From an optimization exercise on the open Yosys and OpenROAD flow, aimed at small area, a short achievable clock period and few clock cycles; shortcuts taken in it are not production practice.
Function was checked by simulation only, so behaviour that the tests miss may differ from the original.
The flow treats the clock pin as an ideal source, which a real chip does not have.
Power and IR drop assume default switching activity.

Setup of red:
// mnist_conv
module mnist_conv (
    input  wire        clk,
    input  wire        reset,
    input  wire        start,
    output wire        done,
    input  wire [11:0] img_base,
    input  wire [11:0] krn_base,
    input  wire [11:0] dst_base,
    output wire [11:0] img_addr,
    input  wire [15:0] img_rdata,
    output wire [11:0] krn_addr,
    input  wire [15:0] krn_rdata,
    output wire [11:0] dst_addr,
    output wire [15:0] dst_wdata,
    output wire        dst_we
);
    localparam PIPE = 4;             
    localparam [11:0] WE_ON  = 12'd26 + PIPE;
    localparam [11:0] WE_OFF = 12'd2054 + PIPE;
    localparam [1:0] MV_R = 2'd0, MV_L = 2'd1, MV_D = 2'd2;
    reg         run, done_r, we_r;
    reg  [11:0] cnt;                 
    reg  [2:0]  ph;                  
    reg  [11:0] ka, ia, da;          
    reg  [15:0] krd_q;               
    reg  [15:0] pix_q, pix_s0, pix_s1;   
    reg         rd_on;               
    assign done     = done_r;
    assign dst_we   = we_r;
    assign krn_addr = ka;
    assign img_addr = ia;
    assign dst_addr = da;
    wire go = start & ~run & ~done_r;    
    always @(posedge clk) begin
        if (reset) begin
            run    <= 1'b0;
            done_r <= 1'b0;
            we_r   <= 1'b0;
            cnt    <= 12'd0;
            ph     <= 3'b001;
            rd_on  <= 1'b0;
        end else begin
            if (go) run <= 1'b1;
            if (run) begin
                cnt <= cnt + 12'd1;
                ph  <= {ph[1:0], ph[2]};
            end else begin
                cnt <= {11'd0, go};
                ph  <= go ? 3'b010 : 3'b001;
            end
            if (run && cnt == 12'd15) rd_on <= 1'b1;
            if (run && cnt == WE_ON) we_r <= 1'b1;
            if (run && cnt == WE_OFF) begin
                we_r   <= 1'b0;
                done_r <= 1'b1;
                run    <= 1'b0;
                rd_on  <= 1'b0;
                cnt    <= 12'd0;
                ph     <= 3'b001;
            end
        end
    end
    localparam [1:0] KD_P9 = 2'd0, KD_M17 = 2'd1, KD_P1 = 2'd2, KD_M18 = 2'd3;
    reg       kstream;
    reg [1:0] kd;
    reg [11:0] kstep;
    always @(*) begin
        case (kd)
            KD_P9:   kstep = 12'd9;
  ...
Settings: LEC_CHECK=0, ABC_CLOCK_PERIOD_IN_PS=3000, CAP_MARGIN=20, CORE_MARGIN=2, CORE_UTILIZATION=55, CTS_CLUSTER_DIAMETER=100, CTS_CLUSTER_SIZE=20, SLEW_MARGIN=20; clock period 8.0 ns.
standard.sh (not shown) runs the stock make flow with config.mk's settings and CLKGATE_MAP_FILE= SYNTH_SCRIPT=/design/flow/synth_recipe.tcl, a recipe that flattens the netlist after the stock synthesis.
==> flow/flow/run.sh <==
#!/bin/bash
# The standard layout (standard.sh) with these changes:
#  * synthesis skips the early "abc -fast" pass inside Yosys's synth command
#    (synth -noabc).  That pass restructures the full-adder trees before
#    extract_fa runs and leaves many inverters between adder cells; without
#    it extract_fa maps the trees cleanly.  Registers (names, count and cell
#    types) are the same as the standard synthesis: the final abc mapping
#    and dfflibmap are unchanged.
set -euo pipefail
SETUP_MARGIN=5.25
here=$(pwd)
sed 's/yosys synth -nofsm -noshare {\*}\$args/yosys synth -nofsm -noshare -noabc {*}$args/' \
    synth_recipe.tcl > noabc_synth.tcl
grep -q -- '-noshare -noabc' noabc_synth.tcl
sed -e "s|SYNTH_SCRIPT=[^ ]*|SYNTH_SCRIPT=$here/noabc_synth.tcl SETUP_SLACK_MARGIN=$SETUP_MARGIN POST_RESIZE_TCL=$here/flow/post_resize.tcl POST_CTS_TCL=$here/flow/post_cts.tcl|" \
    standard.sh > standard_noabc.sh
grep -q "POST_CTS_TCL=$here/flow/post_cts.tcl" standard_noabc.sh
bash standard_noabc.sh > flow_make.log 2>&1
Other scripts of this flow, unchanged in this note and not shown: flow/flow/ff_drive.tcl, flow/flow/post_cts.tcl, flow/flow/post_resize.tcl
Testbench counts of red, summed over its fixed seeds: cycles 49,416.
Changes in blue relative to red:
--- a/flow/design.v
+++ b/flow/design.v
@@ -6247,59 +6247,72 @@
             end
             if (j == 0) begin : g_r0
                 always @(posedge clk)
                     ring0[0] <= ld0_add ? ring0_sum : (ld0_direct ? krd_q : ring2[0]);
             end else begin : g_rj
                 always @(posedge clk)
                     ring0[j] <= ld_q[j] ? krd_q : ring2[j];
             end
         end
     endgenerate
     reg  [4:0]  rrow, rpos;
     reg  [1:0]  mv_q;
-    reg  [11:0] jmp_q;
+    localparam [2:0] S_P28 = 3'd0, S_P1 = 3'd1, S_M55 = 3'd2, S_M57 = 3'd3,
+                     S_M59 = 3'd4, S_P26 = 3'd5;
+    reg  [2:0]  jmp_q;
     wire        row0     = (rrow == 5'd0);
     wire        row_end  = (rpos == (row0 ? 5'd27 : 5'd25));
     wire [4:0]  n1_row   = row_end ? rrow + 5'd1 : rrow;
     wire        n1_odd   = row_end ? ~rrow[0] : rrow[0];
     wire        n1_first = row_end;                        
     wire        n1_end   = ~row_end & (rpos == (row0 ? 5'd26 : 5'd24));
     wire [1:0]  n1_mv    = n1_first ? MV_D : (n1_odd ? MV_L : MV_R);
-    reg  [11:0] n1_jmp;
+    reg  [2:0]  n1_jmp;
     always @(*) begin
         if (n1_end)
-            n1_jmp = n1_odd ? 12'd28 : 12'd26;                
+            n1_jmp = n1_odd ? S_P28 : S_P26;                  
         else if (n1_odd)                                      
-            n1_jmp = n1_first ? 12'hfc5 : 12'hfc7;            
+            n1_jmp = n1_first ? S_M59 : S_M57;
         else
-            n1_jmp = 12'hfc9;                                 
+            n1_jmp = S_M55;                                   
     end
     wire [1:0]  mv_cur  = mv_q;
+    reg  [2:0]  ia_sc;
     reg  [11:0] ia_step;
+    always @(*) begin
+        case (ia_sc)
+            S_P28:   ia_step = 12'd28;
+            S_P1:    ia_step = 12'd1;
+            S_M55:   ia_step = 12'hfc9;
+            S_M57:   ia_step = 12'hfc7;
+            S_M59:   ia_step = 12'hfc5;
+            default: ia_step = 12'd26;
+        endcase
+    end
     always @(posedge clk) begin
         if (!rd_on) begin
             ia      <= img_base;
             rrow    <= 5'd0;
             rpos    <= 5'd0;
             mv_q    <= MV_R;
-            jmp_q   <= 12'hfc9;
-            ia_step <= 12'd28;                                
+            jmp_q   <= S_M55;
+            ia_sc   <= S_P28;                                 
         end else begin
             ia <= ia + ia_step;
             if (ph[0])
-                ia_step <= (n1_mv == MV_D) ? 12'd1 : 12'd28;
+                ia_sc <= (n1_mv == MV_D) ? S_P1 : S_P28;
             else if (ph[1])
-                ia_step <= (mv_q == MV_D) ? 12'd1 : 12'd28;
+                ia_sc <= (mv_q == MV_D) ? S_P1 : S_P28;
             else
-                ia_step <= jmp_q;
+                ia_sc <= jmp_q;
             if (ph[0]) begin
                 rrow  <= n1_row;
                 rpos  <= row_end ? 5'd0 : rpos + 5'd1;
                 mv_q  <= n1_mv;
                 jmp_q <= n1_jmp;
             end
         end
     end
     always @(posedge clk) begin
         pix_q  <= img_rdata;
         pix_s0 <= pix_q;
         pix_s1 <= pix_s0;
Results
Taking red as the reference point, the minimum setup slack in the final design of blue falls by 5.3 ps.
Layout inverter count without the clock tree, blue vs red: down by more than 10%
Per the comparison of blue with red, critical path depth saw an increase; power saw a decrease.
flip-flop to flip-flop as the path type of the worst setup path was reported by blue, and flip-flop to output pin by red.
Between blue and red, area enclosed by the die boundary is higher for red, blue comes in under that.
The share of the clock period used by the worst path after layout was comparable across blue and red.
Testbench counts of blue, summed over its fixed seeds: cycles 49,416.

-- what the ideal ports hide --
No port has a modelled driver above. Below, the same layouts with a new extraction and two added sets of constraints.
Step 1 (the two cells are an assumption about what drives the block):
set clk [get_ports {clk}]
set_driving_cell -lib_cell sky130_fd_sc_hd__clkbuf_16 $clk
set_driving_cell -lib_cell sky130_fd_sc_hd__buf_2 [delete_from_list [all_inputs] $clk]
Step 2 also shifts input and output timing later by t, the mid clock arrival at the registers, as if the neighbouring blocks saw the same clock.
Three values: ideal ports, drivers, drivers and shift; two values: the first two.
run | t (ns) | slack for setup (ns) | latest minus earliest clock arrival (ns) | pins driven straight from the clock port
red | 0.774 | 5.214 / 5.137 / 5.106 | 0.068 / 0.068 | 1
blue | 0.767 | 5.208 / 5.153 / 4.876 | 0.042 / 0.042 | 1
After both steps every run listed still meets setup and hold. For blue, which loses most, drivers alone change the setup slack by -0.055 ns; drivers and shift together by -0.332 ns.
